Source: an optimization exercise on an open RTL-to-GDS flow (aim: small area). Production flows keep margins and buffers that such runs may drop.
RTL that was checked went through simulation tests only; none was proved equivalent to the original.
For run 6, only the layout was checked, not whether the RTL still works.
The flow treats the clock pin as an ideal source, which a real chip does not have.
Power is estimated from default activity; no workload was simulated.

### config.mk
export PLATFORM = sky130hd
export DESIGN_NAME = votingmachine
export DESIGN_NICKNAME = votingmachine
export VERILOG_FILES = /design/flow/design.v
export SDC_FILE = /design/flow/constraint.sdc
export NUM_CORES = 4
export LEC_CHECK = 0
export CAP_MARGIN = 20
export CORE_MARGIN = 2
export CORE_UTILIZATION = 70
export SLEW_MARGIN = 20
### constraint.sdc
create_clock -name core_clock -period 5.0 [get_ports {clk}]
set_input_delay 1.0000 -clock core_clock [delete_from_list [all_inputs] [get_ports {clk}]]
set_output_delay 1.0000 -clock core_clock [all_outputs]
set_load 0.01 [all_outputs]
### flow/abc/c6.abc
strash
balance
dch
map -a
topo
dnsize
### flow/abc/b6.abc
strash
dch -f
map -a
topo
dnsize
### flow/abc/e5.abc
strash
balance
rewrite
refactor
balance
dch
map -a
topo
dnsize
### flow/run.sh
#!/bin/bash
# Layout flow: the standard ORFS flow (standard.sh) with these changes:
#  - synthesis is the standard flow's synthesis script unchanged except for the ABC
#    script that maps the logic: each area-oriented script in flow/abc/ is
#    tried (in its own scratch folder under trials/), and the one that gives
#    the smallest synthesized cell area is used for the real synthesis.
#    Registers are mapped before ABC runs, so they are the same for every
#    script;
#  - ports are buffered with sky130_fd_sc_hd__buf_1;
set -euo pipefail
HERE=$(pwd)

# synthesis script for ABC script $1: ORFS's synth.tcl with the ABC script
# swapped, sourced from the standard flow's synthesis script in place of synth.tcl.
make_synth() {
  local abc=$1 tag=$2
  sed "s|log_cmd abc {\*}\$abc_args|set abc_args [lreplace \$abc_args 1 1 $abc]\n  log_cmd abc {*}\$abc_args|" \
    "$FLOW_HOME/scripts/synth.tcl" > "$HERE/synth_$tag.tcl"
  grep -q "$abc" "$HERE/synth_$tag.tcl"
  sed "s|source \$::env(SCRIPTS_DIR)/synth.tcl|source $HERE/synth_$tag.tcl|" synth_recipe.tcl > "$HERE/synth_recipe_$tag.tcl"
  grep -q "synth_$tag.tcl" "$HERE/synth_recipe_$tag.tcl"
}

# Try each ABC script, 4 at a time.
mkdir -p "$HERE/trials"
for abc in "$HERE"/flow/abc/*.abc; do
  tag=$(basename "$abc" .abc)
  make_synth "$abc" "$tag"
  sed -e "s|SYNTH_SCRIPT=[^ ]*|SYNTH_SCRIPT=$HERE/synth_recipe_$tag.tcl|" \
      -e "s|WORK_HOME=[^ ]*|WORK_HOME=$HERE/trials/$tag|" standard.sh > "$HERE/trials/$tag.sh"
  grep -q "trials/$tag " "$HERE/trials/$tag.sh"
  ( bash "$HERE/trials/$tag.sh" synth > "$HERE/trials/$tag.log" 2>&1 || true ) &
  while [ "$(jobs -rp | wc -l)" -ge 4 ]; do sleep 1; done
done
wait
best=""; best_area=""
for abc in "$HERE"/flow/abc/*.abc; do
  tag=$(basename "$abc" .abc)
  stat=$(ls "$HERE"/trials/$tag/reports/*/votingmachine/base/synth_stat.txt 2>/dev/null | head -1 || true)
  [ -n "$stat" ] || continue
  area=$(awk '/Chip area for module/ {print $NF}' "$stat" | tail -1)
  [ -n "$area" ] || continue
  echo "$tag $area" >> "$HERE/trials/areas.txt"
  if [ -z "$best" ] || awk -v a="$area" -v b="$best_area" 'BEGIN{exit !(a<b)}'; then
    best=$tag; best_area=$area
  fi
done
[ -n "$best" ]
echo "chosen ABC script: $best ($best_area um2)" | tee -a "$HERE/trials/areas.txt"
rm -rf "$HERE"/trials/*/objects "$HERE"/trials/*/results

sed "s|SYNTH_SCRIPT=[^ ]*|SYNTH_SCRIPT=$HERE/synth_recipe_$best.tcl|" standard.sh > "$HERE/standard_area.sh"
grep -q "synth_recipe_$best.tcl" "$HERE/standard_area.sh"

export BUFFER_PORTS_ARGS="-buffer_cell sky130_fd_sc_hd__buf_1"
export POST_CTS_TCL="$HERE/flow/post_cts.tcl"
export CTS_ARGS="-sink_clustering_enable -repair_clock_nets -dont_use_dummy_load -buf_list {sky130_fd_sc_hd__clkbuf_4}"

bash "$HERE/standard_area.sh" synth > "$HERE/synth.log" 2>&1
bash standard.sh > "$HERE/layout.log" 2>&1
### flow/abc/e3.abc
strash
refactor
dch
map -a
topo
dnsize
### flow/abc/e10.abc
strash
refactor
dch -f
map -a
topo
dnsize
### flow/abc/a1.abc
strash
dch
map -a
topo
dnsize
### flow/abc/e2.abc
strash
balance
rewrite
dch
map -a
topo
dnsize
### flow/post_cts.tcl
proc clk_sink_slew { inst } {
  set net [get_nets -of_objects [get_pins [get_full_name $inst]/X]]
  set worst 0
  foreach p [get_pins -of_objects $net -filter "direction==input"] {
    set s [get_property $p slew_max]
    if { $s > $worst } { set worst $s }
  }
  return $worst
}
set leaves {}
set root {}
foreach inst [get_cells clkbuf_*] {
  set net [get_nets -of_objects [get_pins [get_full_name $inst]/X]]
  set has_ff 0
  foreach p [get_pins -of_objects $net -filter "direction==input"] {
    if { [get_property $p is_clock] } { set has_ff 1 }
  }
  if { $has_ff } { lappend leaves $inst } else { lappend root $inst }
}
estimate_parasitics -placement
foreach inst $root {
  puts "clock root [get_full_name $inst]: [get_property $inst ref_name] -> sky130_fd_sc_hd__clkbuf_2"
  replace_cell $inst sky130_fd_sc_hd__clkbuf_2
}
foreach inst $leaves {
  foreach cell {sky130_fd_sc_hd__clkbuf_4 sky130_fd_sc_hd__clkbuf_8 sky130_fd_sc_hd__clkbuf_16} {
    replace_cell $inst $cell
    estimate_parasitics -placement
    set s [clk_sink_slew $inst]
    puts "clock leaf [get_full_name $inst]: $cell slew $s"
    if { $s < 0.115 } { break }
  }
}
detailed_placement
check_placement -verbose
estimate_parasitics -placement
foreach inst $leaves { puts "final leaf [get_full_name $inst] [get_property $inst ref_name] [clk_sink_slew $inst]" }
### flow/abc/e9.abc
strash
refactor
rewrite
dch
map -a
topo
dnsize
### standard.sh
#!/bin/bash
# synth_recipe.tcl (not shown) runs the flow's synth.tcl, then flattens the netlist and writes it again
# the make line also repeats each setting of config.mk as NAME=value (left out here)
make -C /OpenROAD-flow-scripts/flow DESIGN_CONFIG=/design/flow/config.mk WORK_HOME=/design/flow/orfs CLKGATE_MAP_FILE= SYNTH_SCRIPT=/design/flow/synth_recipe.tcl "${@:-finish}"
### design.v
module votingmachine(
    input reset,
    input clk,
    input mode,
    input button1,
    input button2,
    input button3,
    input button4,
    output [7:0] leds
);
    wire [3:0] btn = {button4, button3, button2, button1};
    wire [3:0] vv;
    genvar g;
    generate
        for (g = 0; g < 4; g = g + 1) begin : deb
            reg  [3:0] st;
            reg        nb, at10, v;
            always @(*) begin
                case (st)
                    4'b0001, 4'b0011, 4'b0101, 4'b1010, 4'b1110: nb = 1'b0;
                    default: nb = 1'b1;
                endcase
                at10 = (st == 4'b1011);
                v    = (st == 4'b0111) | (st == 4'b1000) | (st == 4'b1100);
            end
            assign vv[g] = v;
            always @(posedge clk or posedge reset) begin
                if (reset)       st <= 4'b0000;
                else if (btn[g]) st <= {st[2:0], nb};
                else             st <= {at10, 3'b000};
            end
        end
    endgenerate
    wire       any = |vv;
    wire [1:0] idx = vv[0] ? 2'd0 : vv[1] ? 2'd1 : vv[2] ? 2'd2 : 2'd3;
    wire [3:0] en;
    assign en[0] = !mode & vv[0];
    assign en[1] = !mode & !vv[0] & vv[1];
    assign en[2] = !mode & !vv[0] & !vv[1] & vv[2];
    assign en[3] = !mode & !vv[0] & !vv[1] & !vv[2] & vv[3];
    reg [7:0] cnt [0:3];
    generate
        for (g = 0; g < 4; g = g + 1) begin : vc
            wire [8:0] t;
            assign t[0] = en[g];
            genvar b;
            for (b = 0; b < 8; b = b + 1) begin : bt
                assign t[b+1] = t[b] & cnt[g][b];
            end
            always @(posedge clk or posedge reset) begin
                if (reset) cnt[g] <= 8'd0;
                else cnt[g] <= cnt[g] ^ t[7:0];
            end
        end
    endgenerate
    reg [2:0] ds;
    always @(posedge clk or posedge reset) begin
        if (reset) ds <= 3'd0;
        else ds <= {mode & any, idx[1], any & (!mode | idx[0])};
    end
    assign leds = ds[2] ? cnt[ds[1:0]] : {8{ds[0]}};
endmodule
==> results.sh, run 1 <==
export IMPL_clk_pin_slew_worst_paths_ps=80
export IMPL_die_h_um=59.9
export IMPL_max_cap_violations=0
export IMPL_synth_ff_latch_count=51
export IMPL_place_hpwl_um=2640
export IMPL_first_iter_violations=48
export IMPL_syn_num_nets=220
export IMPL_final_setup_skew_ps=26.8
export IMPL_startpoint="ds[0]"
export IMPL_synth_edf_count=0
export IMPL_ir_drop_mv=0.244
export IMPL_clock_sinks=51
export IMPL_nNetsFinal=241
export IMPL_areaGrowthSynthToFinish_pct=6.81
export IMPL_power_density_cells_nw_per_um2=376
export IMPL_timing_worst_setup_path_type="reg2out"
export IMPL_timing_reg2reg_setup_slack_ps=2310
export IMPL_synth_top_cell_by_area="dfrtp_1"
export IMPL_asyncSetResetFlopFracSynth_pct=100
export IMPL_synth_seq_area_share_pct=58.4
export IMPL_numPortBuffers=14
export IMPL_reg2reg_to="cnt[1][7]"
export IMPL_postSynth_topFlopCell="dfrtp_1"
export IMPL_crit_path_top_delay_cell="nor2_1"
export IMPL_die_width_um=59.9
export IMPL_first_global_vias=1438
export IMPL_antenna_cells=0
export IMPL_source_to_sink_clock_delay_at_the_later_pin_of_the_worst_skew_pair_ps=390
export IMPL_initial_antenna_violation_count=0
export IMPL_synthesis_yosys_warnings=2
export IMPL_synthDistinctLibCells=14
export IMPL_internal_power_w=0.000620
export IMPL_hold_path_cell_count=1
export IMPL_run_status="no timing/DRC/antenna violations"
export IMPL_detailroute_via_count=1407
export IMPL_power_switching_fraction_pct=29.4
export IMPL_filler_cell_count=208
export IMPL_start_util_pct=72.8
export IMPL_crit_required_ps=4000
export IMPL_global_route_overflow_total=0
export IMPL_power_frac_comb_pct=18.1
export IMPL_slew_headroom_pct=43.7
export IMPL_regToRegStartpoint="deb[0].st[0]"
export IMPL_clockPowerShare_pct=20.5
export IMPL_period_share_pct=59.8
export IMPL_maxClockFrequency_mhz=334
export IMPL_critical_path_peak_fanout=8
export IMPL_core_rowCount=20
export IMPL_placeableCoreArea_um2=3000
export IMPL_post_route_drc_count=0
export IMPL_setup_repair_after_global_routing_missed_its_margin="no"
export IMPL_critPathArrivalTime_ps=1990
export IMPL_core_occupancy_in_the_finished_layout_pct=77.8
export IMPL_area_occupied_by_registers_um2=1280
export IMPL_total_power_w=0.000879
export IMPL_net_switching_power_w=0.000259
export IMPL_ant_nets=0
export IMPL_synth_commonest_cells="dfrtp_1 (51), ha_1 (28), clkinv_1 (26), nor2_1 (24), a221oi_1 (12)"
export IMPL_firstDrtPassIters=4
export IMPL_synth_top_cells_by_area="dfrtp_1 (58%), ha_1 (16%), a221oi_1 (4.8%), clkinv_1 (4.5%), nor2_1 (4.1%)"
export IMPL_synth_area_per_cell_um2=11.8
export IMPL_drive_gt1_share_pct=2.94
export IMPL_hold_viol=0
export IMPL_io_pin_count=15
export IMPL_hold_path_class="reg2reg"
export IMPL_post_synth_top_count_cell="dfrtp_1"
export IMPL_place_congestion=0.776
export IMPL_critical_path_top_delay_family="compound AO/OA/AOI/OAI gates"
export IMPL_slowest_delay_ps=440
export IMPL_reg2reg_depth=14
export IMPL_endpoint="leds[3]"
export IMPL_via_per_inst=5.94
export IMPL_setup_total_negative_slack_ps=0
export IMPL_cp_num_buf_inv=2
export IMPL_timing_final_setup_violations=0
export IMPL_grt_util_all_layers_pct=23.2
export IMPL_routed_wirelength_um=3560
export IMPL_synth_top_area_share_pct=58.4
export IMPL_synth_cells=185
export IMPL_power_share_sequential_pct=61.5
export IMPL_max_slew_worst_pin_slew_ps=843
export IMPL_multiInputGateArea_um2=813
export IMPL_die_area_um2=3590
export IMPL_final_max_slew_viol_count=0
export IMPL_levels_on_crit_path=6
export IMPL_critPathCaptureType="output port"
export IMPL_syn_area_um2=2190
export IMPL_global_route_wire_length_before_repair_um=5890
export IMPL_cts_tree="done"
export IMPL_critPathLaunchType="register"
export IMPL_grt_start_max_net_pins=52
export IMPL_path_cells="clkinv_1 -> nor2_1 -> a22o_1 -> a221oi_1 -> o21ai_0 -> buf_1"
export IMPL_timing_final_crit_period_ps=2990
export IMPL_leakage_nw=1.21
export IMPL_detail_route_wl_per_cell_um=15.0
sequential cells by signal, indices dropped and copies added, names as in the netlist:
| register | cells |
|---|---|
| cnt | 32 |
| deb.st | 16 |
| ds | 3 |
per-layer routing:
metal / GRT usage (%) / wire, um / part of all wire [%]
met1: 23.9 / 1460 / 41
met3: 5.84 / 93 / 2.6
met4: 12.4 / 104 / 2.9
met5: 0 / 0 / 0
met2: 42.5 / 1900 / 53
final cells by class:
type	count	area share, %
clock buffer	5	2.30
inverter	26	4.23
multi-input combinational	108	34.8
sequential	51	54.6
tap	33	1.77
timing repair buffer	14	2.25
cells by family after synthesis:
| group | after synthesis | synth area share (%) |
|---|---|---|
| fa+ha+maj | 28 | 16.0 |
| flops | 51 | 58.4 |
| simple gates | 33 | 5.89 |
| xor+xnor | 4 | 1.60 |
| buf+inv | 26 | 4.46 |
| compound gates | 43 | 13.7 |
placed cells by master (no fill, tap or decap), drive strengths merged, types with 6 or more instances in the layout:
master  count
ha         28
a21oi       7
nor2       24
o21ai      10
clkinv     26
buf        14
nand2       6
a221oi     12
a22o        7
dfrtp      51
worst min-delay path by stage:
stage	startpoint	to	slack, ps
2_1_floorplan	deb[0].st[2]	deb[0].st[3]	440
3_3_place_gp	deb[0].st[2]	deb[0].st[3]	440
3_5_place_dp	deb[3].st[2]	deb[3].st[3]	460
5_1_grt	deb[3].st[2]	deb[3].st[3]	490
6_report	deb[0].st[2]	deb[0].st[3]	470
power by group through the flow:
stage,combinational (W),sequential (W),clock [W]
2_1_floorplan,0.000114,0.000533,0
3_3_place_gp,0.000150,0.000542,0
3_5_place_dp,0.000163,0.000549,0
5_1_grt,0.000189,0.000550,0.000204
6_report,0.000159,0.000540,0.000180
through the flow:
stage	area, um^2	hold slack (ps)	worst slack, ps	instances
after floorplan	2190	441	2380	185
after detailed placement	2280	457	2080	232
after global placement	2280	444	2150	232
final	2340	471	2010	237
after global routing	2340	493	1820	237
==> run 2: changes to the inputs <==
--- a/flow/post_cts.tcl
+++ b/flow/post_cts.tcl
@@ -28,7 +28,7 @@
     estimate_parasitics -placement
     set s [clk_sink_slew $inst]
     puts "clock leaf [get_full_name $inst]: $cell slew $s"
-    if { $s < 0.115 } { break }
+    if { $s < 0.110 } { break }
   }
 }
 detailed_placement
--- a/config.mk
+++ b/config.mk
@@ -8,4 +8,5 @@
 export CAP_MARGIN = 20
 export CORE_MARGIN = 2
 export CORE_UTILIZATION = 70
+export PLACE_DENSITY = 0.85
 export SLEW_MARGIN = 20
==> results.sh, run 2 <==
export IMPL_run_status="no timing/DRC/antenna violations"
export IMPL_die_width_um=59.9
export IMPL_reg2reg_depth=14
export IMPL_wl_met1_um=1480
export IMPL_net_switching_power_w=0.000268
export IMPL_die_h_um=59.9
export IMPL_io_pin_count=15
export IMPL_grt_util_all_layers_pct=25.0
export IMPL_largest_register_ffs=32
export IMPL_firstDrtPassIters=4
export IMPL_synth_adder_area_share_pct=16.0
export IMPL_synth_simple_gate_area_share_pct=5.89
export IMPL_max_cap_violations=0
export IMPL_detail_route_wl_per_cell_um=16.0
export IMPL_postSynth_topFlopCell="dfrtp_1"
export IMPL_syn_num_nets=220
export IMPL_critPathCaptureType="output port"
export IMPL_antenna_cells=0
export IMPL_maxClockFrequency_mhz=325
export IMPL_routed_wl_met3_um=136
export IMPL_leakage_nw=1.21
export IMPL_final_max_slew_viol_count=0
export IMPL_detailroute_via_count=1444
export IMPL_place_hpwl_um=2860
export IMPL_clock_sinks=51
export IMPL_ir_drop_mv=0.287
export IMPL_synth_top_cell_by_area="dfrtp_1"
export IMPL_synth_seq_area_share_pct=58.4
export IMPL_via_per_inst=6.09
export IMPL_setup_total_negative_slack_ps=0
export IMPL_power_switching_fraction_pct=29.9
export IMPL_post_route_drc_count=0
export IMPL_internal_power_w=0.000629
export IMPL_synth_compound_gate_area_share_pct=13.7
export IMPL_synthesis_yosys_warnings=2
export IMPL_power_frac_comb_pct=18.2
export IMPL_asyncSetResetFlopFracSynth_pct=100
export IMPL_global_route_overflow_total=0
export IMPL_regToRegStartpoint="deb[0].st[0]"
export IMPL_start_util_pct=72.8
export IMPL_final_setup_skew_ps=6.06
export IMPL_power_density_cells_nw_per_um2=383
export IMPL_source_to_sink_clock_delay_at_the_later_pin_of_the_worst_skew_pair_ps=380
export IMPL_regMostFlops="cnt"
export IMPL_critPathArrivalTime_ps=2070
export IMPL_timing_reg2reg_setup_slack_ps=2290
export IMPL_multiInputGateArea_um2=813
export IMPL_hold_path_startpoint="cnt[3][7]"
export IMPL_period_share_pct=61.5
export IMPL_syn_area_um2=2190
export IMPL_post_synth_xor_area_fraction_pct=1.60
export IMPL_area_occupied_by_registers_um2=1280
export IMPL_layout_cells_most_common_list="dfrtp_1 (51), ha_1 (28), clkinv_1 (25), nor2_1 (24), buf_1 (14)"
export IMPL_synth_area_per_cell_um2=11.8
export IMPL_numPortBuffers=14
export IMPL_whs_ps=475
export IMPL_layout_cells_non_filler=237
export IMPL_final_common_cell="dfrtp_1"
export IMPL_critPathLaunchType="register"
export IMPL_crit_required_ps=4000
export IMPL_reg2reg_to="cnt[1][7]"
export IMPL_core_occupancy_in_the_finished_layout_pct=78.0
export IMPL_global_route_wire_length_before_repair_um=6470
export IMPL_setup_repair_after_global_routing_missed_its_margin="no"
export IMPL_hold_viol=0
export IMPL_layout_top_registers="cnt x32, deb.st x16, ds x3"
export IMPL_grt_start_max_net_pins=52
export IMPL_core_rowCount=20
export IMPL_nNetsFinal=241
export IMPL_areaGrowthSynthToFinish_pct=7.09
export IMPL_synth_top_area_share_pct=58.4
export IMPL_synth_top_cells_by_area="dfrtp_1 (58%), ha_1 (16%), a221oi_1 (4.8%), clkinv_1 (4.5%), nor2_1 (4.1%)"
export IMPL_synth_edf_count=0
export IMPL_timing_final_setup_violations=0
export IMPL_muxShareOfSynthArea_pct=0
export IMPL_clockPowerShare_pct=21.5
export IMPL_min_to="cnt[3][7]"
export IMPL_first_iter_violations=74
export IMPL_first_global_vias=1536
export IMPL_place_congestion=0.828
export IMPL_synth_commonest_cells="dfrtp_1 (51), ha_1 (28), clkinv_1 (26), nor2_1 (24), a221oi_1 (12)"
export IMPL_ant_nets=0
export IMPL_timing_worst_setup_path_type="reg2out"
export IMPL_synthDistinctLibCells=14
export IMPL_drive_gt1_share_pct=2.94
export IMPL_filler_cell_count=193
export IMPL_clk_pin_slew_worst_paths_ps=80
export IMPL_slew_headroom_pct=44.6
export IMPL_placeableCoreArea_um2=3000
export IMPL_synth_cells=185
export IMPL_initial_antenna_violation_count=0
export IMPL_hold_path_class="reg2reg"
export IMPL_maxUsedRoutingLayer="met4"
export IMPL_die_area_um2=3590
export IMPL_synth_ff_latch_count=51
export IMPL_power_share_sequential_pct=60.3
export IMPL_post_synth_top_count_cell="dfrtp_1"
export IMPL_met2_length_um=2110
export IMPL_largest_family_of_logic_cells_by_synthesized_area="adder cells"
export IMPL_max_slew_worst_pin_slew_ps=831
export IMPL_cts_tree="done"
export IMPL_hold_path_cell_count=1
export IMPL_placed_cells=232
export IMPL_routed_wirelength_um=3790
export IMPL_critical_path_peak_fanout=8
export IMPL_timing_final_crit_period_ps=3070
## run 2: cells by family (layout without fill, tap and decap cells)
group / after synthesis / after routing
compound gates: 43 / 43
xor+xnor: 4 / 4
fa+ha+maj: 28 / 28
buf+inv: 26 / 45
flops: 51 / 51
simple gates: 33 / 33
## run 2: how the worst max path moves through the flow
| stage | slack, ps | endpoint | startpoint |
|---|---|---|---|
| floorplan | 2380 | cnt[2][7] | mode |
| global placement | 2150 | cnt[2][7] | mode |
| global route | 1760 | leds[5] | ds[0] |
| finish | 1930 | leds[3] | ds[0] |
| detailed placement | 2040 | cnt[2][7] | mode |
## run 2: final cells by class
type	count	share of cell area [%]
multi-input combinational	108	34.7
sequential	51	54.5
clock buffer	5	2.56
tap	33	1.76
timing repair buffer	14	2.24
inverter	26	4.22
## run 2: worst max-delay path: stages, from the launching register on
cell	delay (ps)
dfrtp_1	390
clkinv_1	130
nor2_1	490
a22o_1	250
a221oi_1	50
o21ai_0	200
buf_1	180
## run 2: metrics by stage
step           power, W  cell area [um^2]  worst slack, ps
3_3_place_gp   0.000691              2280             2150
6_report       0.000897              2340             1930
2_1_floorplan  0.000647              2190             2380
3_5_place_dp   0.000716              2280             2040
5_1_grt        0.000957              2340             1760
## run 2: power groups by stage
| stage | clock network, W | registers [W] | logic (W) |
|---|---|---|---|
| 6_report | 0.000193 | 0.000541 | 0.000163 |
| 5_1_grt | 0.000214 | 0.000551 | 0.000192 |
| 3_5_place_dp | 0 | 0.000549 | 0.000166 |
| 3_3_place_gp | 0 | 0.000542 | 0.000149 |
| 2_1_floorplan | 0 | 0.000533 | 0.000114 |
## run 2: routing by layer
layer | track usage, % | vias to the layer above
li1 | - | 697
met4 | 10.8 | 0
met2 | 46.9 | 24
met1 | 26.8 | 715
met3 | 4.98 | 8
met5 | 0 | -
==> run 3: changes to the inputs <==
--- a/config.mk
+++ b/config.mk
@@ -8,5 +8,5 @@
 export CAP_MARGIN = 20
 export CORE_MARGIN = 2
 export CORE_UTILIZATION = 70
-export PLACE_DENSITY = 0.85
+export PLACE_DENSITY = 0.95
 export SLEW_MARGIN = 20
==> results.sh, run 3 <==
export IMPL_run_status="no timing/DRC/antenna violations"
export IMPL_timing_reg2reg_setup_slack_ps=2290
export IMPL_synth_cells=185
export IMPL_postSynth_topFlopCell="dfrtp_1"
export IMPL_timing_final_crit_period_ps=3110
export IMPL_place_congestion=0.830
export IMPL_critPathArrivalTime_ps=2110
export IMPL_timing_worst_setup_path_type="reg2out"
export IMPL_numPortBuffers=14
export IMPL_synth_top_area_share_pct=58.4
export IMPL_synth_ff_latch_count=51
export IMPL_hold_viol=0
export IMPL_io_pin_count=15
export IMPL_hold_path_cell_count=1
export IMPL_multiInputGateArea_um2=813
export IMPL_synth_edf_count=0
export IMPL_detailroute_via_count=1462
export IMPL_filler_cell_count=184
export IMPL_areaGrowthSynthToFinish_pct=7.09
export IMPL_ir_drop_mv=0.242
export IMPL_die_width_um=59.9
export IMPL_power_density_cells_nw_per_um2=384
export IMPL_synth_top_cells_by_area="dfrtp_1 (58%), ha_1 (16%), a221oi_1 (4.8%), clkinv_1 (4.5%), nor2_1 (4.1%)"
export IMPL_area_occupied_by_registers_um2=1280
export IMPL_place_hpwl_um=2970
export IMPL_grt_start_max_net_pins=52
export IMPL_syn_area_um2=2190
export IMPL_final_common_cell="dfrtp_1"
export IMPL_grt_util_all_layers_pct=25.0
export IMPL_core_rowCount=20
export IMPL_die_area_um2=3590
export IMPL_firstDrtPassIters=4
export IMPL_synthDistinctLibCells=14
export IMPL_initial_antenna_violation_count=0
export IMPL_placement_setup_worst_slack_ps=2060
export IMPL_final_max_slew_viol_count=0
export IMPL_cts_tree="done"
export IMPL_critPathLaunchType="register"
export IMPL_post_synth_top_count_cell="dfrtp_1"
export IMPL_layout_top_registers="cnt x32, deb.st x16, ds x3"
export IMPL_global_route_overflow_total=0
export IMPL_regToRegStartpoint="deb[0].st[0]"
export IMPL_max_slew_worst_pin_slew_ps=830
export IMPL_total_power_w=0.000900
export IMPL_routed_wirelength_um=3850
export IMPL_global_route_wire_length_before_repair_um=6300
export IMPL_synth_top_cell_by_area="dfrtp_1"
export IMPL_final_setup_worst_slack_ps=1890
export IMPL_leakage_nw=1.21
export IMPL_reg2reg_depth=14
export IMPL_detail_route_wl_per_cell_um=16.2
export IMPL_placeableCoreArea_um2=3000
export IMPL_first_iter_violations=63
export IMPL_die_h_um=59.9
export IMPL_post_route_drc_count=0
export IMPL_setup_total_negative_slack_ps=0
export IMPL_nNetsFinal=241
export IMPL_reg2reg_to="cnt[1][7]"
export IMPL_syn_num_nets=220
export IMPL_via_per_inst=6.17
export IMPL_final_setup_skew_ps=15.0
export IMPL_slew_headroom_pct=44.6
export IMPL_timing_final_setup_violations=0
export IMPL_antenna_cells=0
export IMPL_regMostFlops="cnt"
export IMPL_synth_seq_area_share_pct=58.4
export IMPL_ant_nets=0
export IMPL_largest_register_ffs=32
export IMPL_first_global_vias=1537
export IMPL_endpoint="leds[0]"
export IMPL_hold_path_class="reg2reg"
export IMPL_maxClockFrequency_mhz=321
export IMPL_startpoint="ds[0]"
export IMPL_clock_sinks=51
export IMPL_max_cap_violations=0
export IMPL_synthesis_yosys_warnings=2
export IMPL_crit_required_ps=4000
export IMPL_source_to_sink_clock_delay_at_the_later_pin_of_the_worst_skew_pair_ps=420
export IMPL_critical_path_peak_fanout=8
export IMPL_clk_pin_slew_worst_paths_ps=80
export IMPL_period_share_pct=62.2
export IMPL_synth_commonest_cells="dfrtp_1 (51), ha_1 (28), clkinv_1 (26), nor2_1 (24), a221oi_1 (12)"
export IMPL_layout_cells_most_common_list="dfrtp_1 (51), ha_1 (28), clkinv_1 (25), nor2_1 (24), buf_1 (14)"
export IMPL_core_occupancy_in_the_finished_layout_pct=78.0
export IMPL_synth_area_per_cell_um2=11.8
export IMPL_setup_repair_after_global_routing_missed_its_margin="no"
export IMPL_asyncSetResetFlopFracSynth_pct=100
export IMPL_critPathCaptureType="output port"
export IMPL_start_util_pct=72.8
export IMPL_drive_gt1_share_pct=2.94
run 3: cell counts in the layout (fill, tap and decap cells not counted):
Identical to the previous run, type by type.
run 3: worst max-delay path, cell delays in order (launching register included):
cell,delay (ps)
dfrtp_1,380
clkinv_1,150
nor2_1,480
a22o_1,230
a221oi_1,60
o21ai_0,210
buf_1,190
run 3: worst min path at each step:
| stage | startpoint | endpoint | slack (ps) |
|---|---|---|---|
| after floorplan | deb[0].st[2] | deb[0].st[3] | 440 |
| after global placement | deb[3].st[2] | deb[3].st[3] | 450 |
| after detailed placement | deb[3].st[2] | deb[3].st[3] | 470 |
| after global routing | cnt[2][7] | cnt[2][7] | 490 |
| final | cnt[2][7] | cnt[2][7] | 470 |
run 3: power breakdown:
part / total (W) / leakage (nW) / switching [W] / internal [W]
registers: 0.000540 / 0.668 / 0.0000493 / 0.000490
logic: 0.000164 / 0.513 / 0.000102 / 0.0000619
clock network: 0.000196 / 0.0329 / 0.000120 / 0.0000762
run 3: cells by family (layout without fill, tap and decap cells):
kind of cell | after synthesis | after routing | share of synthesized area (%)
AOI/OAI and AO/OA | 43 | 43 | 13.7
and+or+nand+nor | 33 | 33 | 5.89
DFF | 51 | 51 | 58.4
xor gates and xnor gates | 4 | 4 | 1.60
adders and majority gates | 28 | 28 | 16.0
buffers and inverters | 26 | 45 | 4.46
run 3: area by class of cell:
type,instances,area share [%]
clock buffer,5,2.56
inverter,26,4.22
multi-input combinational,108,34.7
sequential,51,54.5
tap,33,1.76
timing repair buffer,14,2.24
run 3: stage by stage:
stage                     hold WS (ps)  instance area, um^2  instances
after floorplan                    441                 2190        185
after global placement             449                 2280        232
after detailed placement           467                 2280        232
after global routing               487                 2340        237
final                              474                 2340        237
run 3: routing by layer:
| metal | part of all wire [%] | wire [um] | track usage (%) |
|---|---|---|---|
| met3 | 3.3 | 126 | 5.63 |
| met2 | 57 | 2190 | 45.7 |
| met4 | 2.5 | 97 | 14.9 |
| met1 | 37 | 1430 | 25.6 |
| met5 | 0 | 0 | 0 |
==> run 4: changes to the inputs <==
--- a/config.mk
+++ b/config.mk
@@ -8,5 +8,4 @@
 export CAP_MARGIN = 20
 export CORE_MARGIN = 2
 export CORE_UTILIZATION = 70
-export PLACE_DENSITY = 0.95
 export SLEW_MARGIN = 20
==> results.sh, run 4 <==
export IMPL_reg2reg_depth=14
export IMPL_die_h_um=59.9
export IMPL_crit_path_top_delay_cell="nor2_1"
export IMPL_filler_cell_count=208
export IMPL_final_common_cell="dfrtp_1"
export IMPL_grt_util_all_layers_pct=23.2
export IMPL_timing_final_crit_period_ps=2990
export IMPL_nNetsFinal=241
export IMPL_setup_total_negative_slack_ps=0
export IMPL_ant_nets=0
export IMPL_via_per_inst=5.94
export IMPL_synth_commonest_cells="dfrtp_1 (51), ha_1 (28), clkinv_1 (26), nor2_1 (24), a221oi_1 (12)"
export IMPL_max_cap_violations=0
export IMPL_first_iter_violations=48
export IMPL_source_to_sink_clock_delay_at_the_later_pin_of_the_worst_skew_pair_ps=390
export IMPL_levels_on_crit_path=6
export IMPL_global_route_overflow_total=0
export IMPL_power_switching_fraction_pct=29.4
export IMPL_synth_top_cells_by_area="dfrtp_1 (58%), ha_1 (16%), a221oi_1 (4.8%), clkinv_1 (4.5%), nor2_1 (4.1%)"
export IMPL_core_rowCount=20
export IMPL_numPortBuffers=14
export IMPL_die_area_um2=3590
export IMPL_first_global_vias=1438
export IMPL_cts_tree="done"
export IMPL_hold_path_startpoint="deb[0].st[2]"
export IMPL_crit_required_ps=4000
export IMPL_grt_start_max_net_pins=52
export IMPL_timing_worst_setup_path_type="reg2out"
export IMPL_firstDrtPassIters=4
export IMPL_maxClockFrequency_mhz=334
export IMPL_io_pin_count=15
export IMPL_synth_top_cell_by_area="dfrtp_1"
export IMPL_largest_register_ffs=32
export IMPL_regMostFlops="cnt"
export IMPL_period_share_pct=59.8
export IMPL_synth_seq_area_share_pct=58.4
export IMPL_timing_reg2reg_setup_slack_ps=2310
export IMPL_clk_pin_slew_worst_paths_ps=80
export IMPL_leakage_nw=1.21
export IMPL_hold_viol=0
export IMPL_placed_cells=232
export IMPL_start_util_pct=72.8
export IMPL_placeableCoreArea_um2=3000
export IMPL_antenna_cells=0
export IMPL_syn_area_um2=2190
export IMPL_initial_antenna_violation_count=0
export IMPL_drive_gt1_share_pct=2.94
export IMPL_min_to="deb[0].st[3]"
export IMPL_synth_area_per_cell_um2=11.8
export IMPL_post_route_drc_count=0
export IMPL_synth_ff_latch_count=51
export IMPL_run_status="no timing/DRC/antenna violations"
export IMPL_place_hpwl_um=2640
export IMPL_power_share_sequential_pct=61.5
export IMPL_regToRegStartpoint="deb[0].st[0]"
export IMPL_net_switching_power_w=0.000259
export IMPL_clock_sinks=51
export IMPL_power_frac_comb_pct=18.1
export IMPL_postSynth_topFlopCell="dfrtp_1"
export IMPL_layout_cells_most_common_list="dfrtp_1 (51), ha_1 (28), clkinv_1 (25), nor2_1 (24), buf_1 (14)"
export IMPL_synth_top_area_share_pct=58.4
export IMPL_cp_num_buf_inv=2
export IMPL_synth_cells=185
export IMPL_synthDistinctLibCells=14
export IMPL_hold_path_cell_count=1
export IMPL_final_setup_skew_ps=26.8
export IMPL_synth_edf_count=0
export IMPL_place_congestion=0.776
export IMPL_routed_wirelength_um=3560
export IMPL_slowest_delay_ps=440
export IMPL_detailroute_via_count=1407
export IMPL_placed_cell_area_um2=2280
export IMPL_layout_cells_non_filler=237
export IMPL_internal_power_w=0.000620
export IMPL_path_cells="clkinv_1 -> nor2_1 -> a22o_1 -> a221oi_1 -> o21ai_0 -> buf_1"
export IMPL_final_max_slew_viol_count=0
export IMPL_global_route_wire_length_before_repair_um=5890
export IMPL_reg2reg_to="cnt[1][7]"
export IMPL_max_slew_worst_pin_slew_ps=843
export IMPL_synthesis_yosys_warnings=2
export IMPL_areaGrowthSynthToFinish_pct=6.81
export IMPL_stdcell_area_um2=2340
export IMPL_post_synth_top_count_cell="dfrtp_1"
export IMPL_asyncSetResetFlopFracSynth_pct=100
export IMPL_critical_path_top_delay_family="compound AO/OA/AOI/OAI gates"
export IMPL_syn_num_nets=220
export IMPL_clockPowerShare_pct=20.5
export IMPL_ir_drop_mv=0.244
export IMPL_critPathArrivalTime_ps=1990
export IMPL_setup_repair_after_global_routing_missed_its_margin="no"
export IMPL_timing_final_setup_violations=0
export IMPL_critPathLaunchType="register"
export IMPL_die_width_um=59.9
export IMPL_slew_headroom_pct=43.7
export IMPL_critical_path_peak_fanout=8
export IMPL_layout_top_registers="cnt x32, deb.st x16, ds x3"
export IMPL_power_density_cells_nw_per_um2=376
export IMPL_detail_route_wl_per_cell_um=15.0
export IMPL_critPathCaptureType="output port"
export IMPL_hold_path_class="reg2reg"
-- run 4: cell counts after synthesis --
Identical to the previous run, type by type.
-- run 4: final cells by class --
cell class,instances,area [um^2],share of cell area [%]
Clock buffer,5,53.8,2.30
Inverter,26,98.8,4.23
Multi-Input combinational cell,108,813,34.8
Sequential cell,51,1280,54.6
Tap cell,33,41.3,1.77
Timing Repair Buffer,14,52.6,2.25
-- run 4: layer usage --
layer | wire [um] | track usage, % | vias to the layer above
li1 | - | - | 693
met1 | 1460 | 23.9 | 683
met2 | 1900 | 42.5 | 19
met3 | 93 | 5.84 | 12
met4 | 104 | 12.4 | 0
met5 | 0 | 0 | -
-- run 4: how the worst max path moves through the flow --
stage / from / endpoint / slack (ps)
6_report: ds[0] / leds[3] / 2010
5_1_grt: ds[0] / leds[1] / 1820
3_5_place_dp: mode / cnt[3][7] / 2080
3_3_place_gp: mode / cnt[2][7] / 2150
2_1_floorplan: mode / cnt[2][7] / 2380
-- run 4: logic make-up after synthesis --
kind of cell | Yosys count | share of synthesized area (%)
fa+ha+maj | 28 | 16.0
simple gates | 33 | 5.89
flops | 51 | 58.4
compound gates | 43 | 13.7
buf+inv | 26 | 4.46
xor+xnor | 4 | 1.60
-- run 4: power groups by stage --
stage | clock network [W] | logic (W) | registers, W
global placement | 0 | 0.000150 | 0.000542
finish | 0.000180 | 0.000159 | 0.000540
detailed placement | 0 | 0.000163 | 0.000549
floorplan | 0 | 0.000114 | 0.000533
global route | 0.000204 | 0.000189 | 0.000550
-- run 4: through the flow --
| stage | util, % | hold slack (ps) | total power [W] | setup WS [ps] |
|---|---|---|---|---|
| floorplan | - | 441 | 0.000647 | 2380 |
| global placement | 76.0 | 444 | 0.000693 | 2150 |
| detailed placement | 76.0 | 457 | 0.000712 | 2080 |
| global route | 77.8 | 493 | 0.000943 | 1820 |
| finish | 77.8 | 471 | 0.000879 | 2010 |
==> run 5: changes to the inputs <==
--- a/flow/post_cts.tcl
+++ b/flow/post_cts.tcl
@@ -23,7 +23,7 @@
   replace_cell $inst sky130_fd_sc_hd__clkbuf_2
 }
 foreach inst $leaves {
-  foreach cell {sky130_fd_sc_hd__clkbuf_4 sky130_fd_sc_hd__clkbuf_8 sky130_fd_sc_hd__clkbuf_16} {
+  foreach cell {sky130_fd_sc_hd__clkbuf_4 sky130_fd_sc_hd__buf_6 sky130_fd_sc_hd__clkbuf_8 sky130_fd_sc_hd__clkbuf_16} {
     replace_cell $inst $cell
     estimate_parasitics -placement
     set s [clk_sink_slew $inst]
==> results.sh, run 5 <==
export IMPL_detailroute_via_count=1402
export IMPL_first_global_vias=1396
export IMPL_source_to_sink_clock_delay_at_the_later_pin_of_the_worst_skew_pair_ps=400
export IMPL_slew_headroom_pct=44.0
export IMPL_critical_path_peak_fanout=8
export IMPL_clock_sinks=51
export IMPL_routed_wl_met3_um=93
export IMPL_ir_drop_mv=0.251
export IMPL_antenna_cells=0
export IMPL_nNetsFinal=241
export IMPL_path_cells="clkinv_1 -> nor2_1 -> a22o_1 -> a221oi_1 -> o21ai_0 -> buf_1"
export IMPL_timing_worst_setup_path_type="reg2out"
export IMPL_cts_tree="done"
export IMPL_global_route_overflow_total=0
export IMPL_critPathArrivalTime_ps=1960
export IMPL_synth_ff_latch_count=51
export IMPL_ant_nets=0
export IMPL_placement_setup_worst_slack_ps=2080
export IMPL_start_util_pct=72.8
export IMPL_placeableCoreArea_um2=3000
export IMPL_setup_total_negative_slack_ps=0
export IMPL_met2_length_um=1820
export IMPL_regMostFlops="cnt"
export IMPL_io_pin_count=15
export IMPL_synth_simple_gate_area_share_pct=5.89
export IMPL_drive_gt1_share_pct=2.94
export IMPL_critical_path_top_delay_family="compound AO/OA/AOI/OAI gates"
export IMPL_slowest_delay_ps=440
export IMPL_areaGrowthSynthToFinish_pct=6.46
export IMPL_initial_antenna_violation_count=0
export IMPL_synth_cells=185
export IMPL_maxUsedRoutingLayer="met4"
export IMPL_crit_path_top_delay_cell="nor2_1"
export IMPL_largest_register_ffs=32
export IMPL_clk_pin_slew_worst_paths_ps=90
export IMPL_run_status="no timing/DRC/antenna violations"
export IMPL_placed_cells=232
export IMPL_max_cap_violations=0
export IMPL_hold_viol=0
export IMPL_final_setup_worst_slack_ps=2040
export IMPL_leakage_nw=1.21
export IMPL_detail_route_wl_per_cell_um=14.5
export IMPL_crit_required_ps=4000
export IMPL_layout_cells_most_common_list="dfrtp_1 (51), ha_1 (28), clkinv_1 (25), nor2_1 (24), buf_1 (14)"
export IMPL_synthDistinctLibCells=14
export IMPL_syn_area_um2=2190
export IMPL_synth_seq_area_share_pct=58.4
export IMPL_synth_top_cells_by_area="dfrtp_1 (58%), ha_1 (16%), a221oi_1 (4.8%), clkinv_1 (4.5%), nor2_1 (4.1%)"
export IMPL_synth_compound_gate_area_share_pct=13.7
export IMPL_global_route_wire_length_before_repair_um=5710
export IMPL_syn_num_nets=220
export IMPL_final_common_cell="dfrtp_1"
export IMPL_core_rowCount=20
export IMPL_period_share_pct=59.3
export IMPL_power_density_cells_nw_per_um2=375
export IMPL_max_slew_worst_pin_slew_ps=838
export IMPL_layout_top_registers="cnt x32, deb.st x16, ds x3"
export IMPL_muxShareOfSynthArea_pct=0
export IMPL_final_max_slew_viol_count=0
export IMPL_cp_num_buf_inv=2
export IMPL_final_setup_skew_ps=56.6
export IMPL_grt_util_all_layers_pct=22.6
export IMPL_post_route_drc_count=0
export IMPL_wl_met1_um=1410
export IMPL_setup_repair_after_global_routing_missed_its_margin="no"
export IMPL_maxClockFrequency_mhz=337
export IMPL_synth_top_area_share_pct=58.4
export IMPL_postSynth_topFlopCell="dfrtp_1"
export IMPL_asyncSetResetFlopFracSynth_pct=100
export IMPL_layout_cells_non_filler=237
export IMPL_critPathLaunchType="register"
export IMPL_timing_final_crit_period_ps=2960
export IMPL_synth_adder_area_share_pct=16.0
export IMPL_hold_path_class="reg2reg"
export IMPL_numPortBuffers=14
export IMPL_post_synth_top_count_cell="dfrtp_1"
export IMPL_place_congestion=0.776
export IMPL_die_width_um=59.9
export IMPL_routed_wirelength_um=3430
export IMPL_die_h_um=59.9
export IMPL_synth_area_per_cell_um2=11.8
export IMPL_largest_family_of_logic_cells_by_synthesized_area="adder cells"
export IMPL_firstDrtPassIters=3
export IMPL_post_synth_xor_area_fraction_pct=1.60
export IMPL_synthesis_yosys_warnings=2
export IMPL_via_per_inst=5.92
export IMPL_synth_commonest_cells="dfrtp_1 (51), ha_1 (28), clkinv_1 (26), nor2_1 (24), a221oi_1 (12)"
export IMPL_critPathCaptureType="output port"
export IMPL_die_area_um2=3590
export IMPL_synth_edf_count=0
export IMPL_timing_final_setup_violations=0
export IMPL_filler_cell_count=210
export IMPL_place_hpwl_um=2640
export IMPL_first_iter_violations=52
export IMPL_grt_start_max_net_pins=52
export IMPL_synth_top_cell_by_area="dfrtp_1"
run 5: cell counts after synthesis:
No cell type changed its count.
run 5: cell type report:
class                           instances  area [um^2]  share of cell area [%]
Clock buffer                            5         46.3                    1.99
Inverter                               26         98.8                    4.25
Tap cell                               33         41.3                    1.77
Sequential cell                        51         1280                    54.8
Multi-Input combinational cell        108          813                    34.9
Timing Repair Buffer                   14         52.6                    2.26
run 5: final timing paths:
path | start | cells past startpoint | slack (ps) | to
max | ds[0] | 6 | 2040 | leds[3]
min | deb[3].st[2] | 1 | 470 | deb[3].st[3]
max reg2reg | deb[0].st[0] | 14 | 2300 | cnt[1][7]
min reg2reg | deb[3].st[2] | 1 | 470 | deb[3].st[3]
max in group asynchronous | reset | 2 | 3740 | cnt[3][0]
min in group asynchronous | reset | 2 | 720 | cnt[0][5]
run 5: through the flow:
| step | cell area, um^2 | hold slack [ps] | total power [W] | util, % |
|---|---|---|---|---|
| global placement | 2280 | 444 | 0.000693 | 76.0 |
| finish | 2330 | 467 | 0.000873 | 77.5 |
| floorplan | 2190 | 441 | 0.000647 | - |
| global route | 2330 | 482 | 0.000937 | 77.5 |
| detailed placement | 2280 | 457 | 0.000712 | 76.0 |
run 5: cells by family after synthesis:
family	count (synthesis)
AND/OR/NAND/NOR	33
AO/OA/AOI/OAI	43
buffers and inverters	26
flip-flops	51
adder cells (fa/ha/maj)	28
XOR/XNOR	4
run 5: power breakdown:
group	total [W]	switching (W)	internal, W
Combinational	0.000158	0.0000967	0.0000617
Sequential	0.000540	0.0000496	0.000491
Clock	0.000174	0.000114	0.0000606
run 5: metal layers:
metal / track usage [%] / up-vias
li1: - / 692
met1: 23.8 / 679
met2: 40.7 / 19
met3: 5.84 / 12
met4: 12.4 / 0
met5: 0 / -
==> run 6: changes to the inputs <==
==> design.v (replaced) <==
`timescale 1ns / 1ps
module votingmachine(
    input reset,
    input clk,
    input mode,
    input button1,
    input button2,
    input button3,
    input button4,
    output [7:0] leds
);
    wire any_valid_vote;
    wire valid_vote1;
    wire valid_vote2;
    wire valid_vote3;
    wire valid_vote4;
    wire [7:0] candidate1;
    wire [7:0] candidate2;
    wire [7:0] candidate3;
    wire [7:0] candidate4;
    buttonControl bc1(reset,clk,button1,valid_vote1); 
    buttonControl bc2(reset,clk,button2,valid_vote2); 
    buttonControl bc3(reset,clk,button3,valid_vote3); 
    buttonControl bc4(reset,clk,button4,valid_vote4); 
    assign any_valid_vote=valid_vote1|valid_vote2|valid_vote3|valid_vote4;
    vote_logger candidates_register(reset,clk,mode,valid_vote1,valid_vote2,valid_vote3,valid_vote4,candidate1,candidate2,candidate3,candidate4);
    modeControl mC(reset,clk,mode,any_valid_vote,valid_vote1,valid_vote2,valid_vote3,valid_vote4,candidate1,candidate2,candidate3,candidate4,leds);
endmodule
module buttonControl(
    input reset,
    input clk,
    input button,
    output reg valid_vote
    );
    reg [30:0] counter;
    always@(posedge clk or posedge reset) begin
        if(reset) counter<=0;
        else if(button & counter<11)
            counter<=counter+1;
        else if(!button) counter<=0;
    end 
    always@(posedge clk or posedge reset) begin
        if(reset) valid_vote<=0;
        else begin
            if(counter==10) valid_vote<=1;
            else valid_vote<=0;
        end
    end
endmodule
module vote_logger(
    input reset,
    input clk,
    input mode,
    input valid_vote1,
    input valid_vote2,
    input valid_vote3,
    input valid_vote4,
    output reg [7:0] candidate1,
    output reg [7:0] candidate2,
    output reg [7:0] candidate3,
    output reg [7:0] candidate4
);
    always@(posedge clk or posedge reset) begin
        if(reset) begin
            candidate1<=0;
            candidate2<=0;
            candidate3<=0;
            candidate4<=0;
        end
        else if(mode==0) begin
            if(valid_vote1) candidate1<=candidate1+1;
            else if(valid_vote2) candidate2<=candidate2+1;
            else if(valid_vote3) candidate3<=candidate3+1;
            else if(valid_vote4) candidate4<=candidate4+1;
        end
    end
endmodule
module modeControl(
    input reset,
    input clk,
    input mode,
    input any_valid_vote,
    input valid_vote1,
    input valid_vote2,
    input valid_vote3,
    input valid_vote4,
    input [7:0] candidate1,
    input [7:0] candidate2,
    input [7:0] candidate3,
    input [7:0] candidate4,
    output reg [7:0] leds
);
    always@(posedge clk or posedge reset) begin
        if(reset) leds<=0;
        else if(mode==0 & any_valid_vote) leds=8'hFF;
        else if(mode==0 & !any_valid_vote) leds=8'h00;
        else if(mode==1) begin
            if(valid_vote1) leds<=candidate1;
            else if(valid_vote2) leds<=candidate2;
            else if(valid_vote3) leds<=candidate3;
            else if(valid_vote4) leds<=candidate4;
            else leds<=0;
        end            
    end
endmodule
==> run.sh (new file) <==
#!/bin/bash
# synth_recipe.tcl (not shown) runs the flow's synth.tcl, then flattens the netlist and writes it again
# the make line also repeats each setting of config.mk as NAME=value (left out here)
make -C /OpenROAD-flow-scripts/flow DESIGN_CONFIG=/design/flow/config.mk WORK_HOME=/design/flow/orfs CLKGATE_MAP_FILE= SYNTH_SCRIPT=/design/flow/synth_recipe.tcl finish
--- a/config.mk
+++ b/config.mk
@@ -7,5 +7,5 @@
 export LEC_CHECK = 0
 export CAP_MARGIN = 20
 export CORE_MARGIN = 2
-export CORE_UTILIZATION = 70
+export CORE_UTILIZATION = 40
 export SLEW_MARGIN = 20
removed: flow/run.sh
removed: flow/abc/a1.abc
removed: flow/abc/b6.abc
removed: flow/abc/c6.abc
removed: flow/abc/e10.abc
removed: flow/abc/e2.abc
removed: flow/abc/e3.abc
removed: flow/abc/e5.abc
removed: flow/abc/e9.abc
removed: flow/post_cts.tcl
removed: standard.sh
==> results.sh, run 6 <==
export IMPL_timing_worst_setup_path_type="in2reg"
export IMPL_crit_required_ps=5340
export IMPL_critPathLaunchType="input pin"
export IMPL_areaGrowthSynthToFinish_pct=15.6
export IMPL_drive_gt1_share_pct=7.80
export IMPL_synth_commonest_cells="dfrtp_1 (168), and2_1 (109), nand2_1 (39), nor4_1 (28)"
export IMPL_synth_top_cell_by_area="dfrtp_1"
export IMPL_period_share_pct=46.0
export IMPL_setup_total_negative_slack_ps=0
export IMPL_die_area_um2=17600
export IMPL_placement_setup_worst_slack_ps=2130
export IMPL_die_width_um=133
export IMPL_slowest_delay_ps=580
export IMPL_critPathCaptureType="register"
export IMPL_post_cts_resize_count=0
export IMPL_ant_nets=0
export IMPL_path_cells="clkdlybuf4s50_1 -> nor4b_4 -> and4_1 -> and3_1 -> xor2_1"
export IMPL_global_route_overflow_total=0
export IMPL_postCtsHoldBufs=0
export IMPL_power_share_sequential_pct=47.9
export IMPL_postSynth_topFlopCell="dfrtp_1"
export IMPL_clk_pin_slew_worst_paths_ps=60
export IMPL_power_switching_fraction_pct=20.0
export IMPL_post_route_drc_count=0
export IMPL_via_per_inst=4.82
export IMPL_synth_ff_latch_count=168
export IMPL_run_status="no timing/DRC/antenna violations"
export IMPL_place_congestion=0.802
export IMPL_nNetsFinal=570
export IMPL_setup_repair_after_global_routing_missed_its_margin="no"
export IMPL_syn_num_nets=552
export IMPL_syn_area_um2=6610
export IMPL_leakage_nw=3.79
export IMPL_detail_route_wl_per_cell_um=13.2
export IMPL_grt_util_all_layers_pct=13.3
export IMPL_power_frac_comb_pct=2.5
export IMPL_multiInputGateArea_um2=2300
export IMPL_final_setup_worst_slack_ps=2700
export IMPL_post_synth_top_count_cell="dfrtp_1"
export IMPL_first_global_vias=3989
export IMPL_ir_drop_mv=0.211
export IMPL_firstDrtPassIters=5
export IMPL_antenna_cells=0
export IMPL_clockPowerShare_pct=49.6
export IMPL_cts_root_buffer_cell="clkbuf_16"
export IMPL_post_cts_setup_buffer_count=0
export IMPL_timing_final_setup_violations=0
export IMPL_hold_viol=0
export IMPL_crit_path_top_delay_cell="clkdlybuf4s50_1"
export IMPL_final_max_slew_viol_count=0
export IMPL_synth_cells=533
export IMPL_maxClockFrequency_mhz=435
export IMPL_detailroute_via_count=3776
export IMPL_hold_path_class="reg2reg"
export IMPL_net_switching_power_w=0.000578
export IMPL_timing_final_crit_period_ps=2300
export IMPL_global_route_wire_length_before_repair_um=18900
export IMPL_start_util_pct=40.4
export IMPL_io_pin_count=15
export IMPL_source_to_sink_clock_delay_at_the_later_pin_of_the_worst_skew_pair_ps=420
export IMPL_synthesis_yosys_warnings=3
export IMPL_critical_path_peak_fanout=6
export IMPL_final_setup_skew_ps=7.30
export IMPL_internal_power_w=0.00231
export IMPL_die_h_um=133
export IMPL_slew_headroom_pct=38.1
export IMPL_numPortBuffers=14
export IMPL_area_occupied_by_registers_um2=4200
export IMPL_cts_root_to_sink_buffers=2
export IMPL_placeableCoreArea_um2=16300
export IMPL_synthDistinctLibCells=34
export IMPL_first_iter_violations=363
export IMPL_cts_tree="done"
export IMPL_filler_cell_count=1470
export IMPL_layout_cells_most_common_list="dfrtp_1 (168), and2_1 (109), nand2_1 (39), nor4_1 (28), clkbuf_16 (17)"
export IMPL_core_rowCount=47
export IMPL_synth_seq_area_share_pct=63.6
export IMPL_initial_antenna_violation_count=0
export IMPL_cts_max_level=4
export IMPL_final_common_cell="dfrtp_1"
export IMPL_synth_area_per_cell_um2=12.4
export IMPL_synth_edf_count=0
export IMPL_synth_top_area_share_pct=63.6
export IMPL_grt_start_max_net_pins=52
export IMPL_clock_sinks=168
export IMPL_critPathArrivalTime_ps=2640
export IMPL_asyncSetResetFlopFracSynth_pct=100
export IMPL_routed_wirelength_um=10300
export IMPL_max_cap_violations=0
export IMPL_synth_top_cells_by_area="dfrtp_1 (64%), and2_1 (10%), nor4_1 (2.6%), ha_1 (2.3%), nand2_1 (2.2%)"
export IMPL_power_density_cells_nw_per_um2=377
export IMPL_place_hpwl_um=6770
export IMPL_max_slew_worst_pin_slew_ps=917
export IMPL_cts_made_buffers=17
run 6: routing by layer:
metal | part of all wire (%) | up-vias | track usage [%]
met5 | 0 | - | 0
met4 | 1.9 | 0 | 6.39
met3 | 2.2 | 14 | 2.91
met2 | 45 | 41 | 19.9
met1 | 50 | 1860 | 18.6
li1 | - | 1861 | -
run 6: metrics by stage:
step | hold WS, ps | total power (W) | cell area [um^2] | utilization, % | std cells
after floorplan | 441 | 0.00145 | 6620 | - | 533
after detailed placement | 460 | 0.00148 | 6970 | 42.6 | 751
final | 474 | 0.00288 | 7640 | 46.7 | 784
after global routing | 489 | 0.00298 | 7640 | 46.7 | 784
after global placement | 469 | 0.00147 | 6970 | 42.6 | 751
after CTS | 475 | 0.00292 | 7620 | 46.6 | 783
run 6: kinds of logic (layout without fill, tap and decap cells):
kind of cell,Yosys count,in the layout,synth area share [%]
AO/OA/AOI/OAI,33,33,3.16
XOR/XNOR,28,28,3.71
adder cells (fa/ha/maj),12,12,2.27
buffers and inverters,25,56,1.67
flip-flops,168,168,63.6
multiplexers,16,16,2.50
AND/OR/NAND/NOR,251,251,23.1
run 6: power by group through the flow:
stage	sequential, W	clock (W)	combinational (W)
2_1_floorplan	0.00140	0	0.0000505
3_3_place_gp	0.00140	0	0.0000689
3_5_place_dp	0.00141	0	0.0000734
4_1_cts	0.00138	0.00146	0.0000735
5_1_grt	0.00138	0.00152	0.0000876
6_report	0.00138	0.00143	0.0000720
run 6: path summary, 6_finish.rpt:
path	from	endpoint	slack, ps	depth (start not counted)
max	mode	candidates_register.candidate3[7]	2700	5
min	candidates_register.candidate2[7]	candidates_register.candidate2[7]	470	1
max reg2reg	bc1.valid_vote	candidates_register.candidate4[1]	2900	3
min reg2reg	candidates_register.candidate2[7]	candidates_register.candidate2[7]	470	1
max in group asynchronous	reset	bc4.counter[24]	2920	4
min in group asynchronous	reset	bc3.counter[10]	920	2
run 6: cell type report:
cell class	count	share of cell area (%)
flip-flops and latches	168	55.0
multi-input cells	340	30.1
clock buffers	22	6.07
well taps	220	3.60
clock inverters	10	2.51
repair buffers	18	2.39
inverters	6	0.344
run 6: worst max-delay path: cells and delay by family:
| family | cells | cell delay [ps] |
|---|---|---|
| xor+xnor | 1 | 140 |
| simple gates | 3 | 920 |
| buf+inv | 1 | 580 |

afterwards: timing with drivers on the ports:
The results above use ideal ports. As a check the final layouts listed here were re-extracted and re-timed, cells and wires unchanged. Step 1: set_driving_cell puts a clkbuf_16 on clk and a buf_2 on each other input, an assumption about the parent block. Step 2 times the ports against the registers' clock, not the clock port: input delays grow and output delays shrink by t, the midpoint of the rising clock arrivals with the driver on. Three values: ideal, step 1, step 2; two values: the first two.
run	shift t [ns]	slack for setup (ns)	worst setup path at the end	clock arrival spread, ns	worst data-port slew with drivers (ns)
run 1	0.402	2.009 / 1.986 / 2.052	input to register	0.028 / 0.028	0.03
run 2	0.398	1.926 / 1.906 / 2.013	input to register	0.007 / 0.006	0.03
run 3	0.431	1.888 / 1.866 / 2.058	input to register	0.016 / 0.016	0.03
run 4	0.402	2.009 / 1.986 / 2.052	input to register	0.028 / 0.028	0.03
run 5	0.393	2.037 / 2.014 / 2.056	input to register	0.058 / 0.057	0.03
run 6	0.455	2.700 / 2.694 / 2.259	input to register	0.008 / 0.009	0.03
After both steps every run listed still meets setup and hold. The setup slack of run 6, which loses most, moves by -0.006 ns with the drivers and by -0.441 ns with both steps.
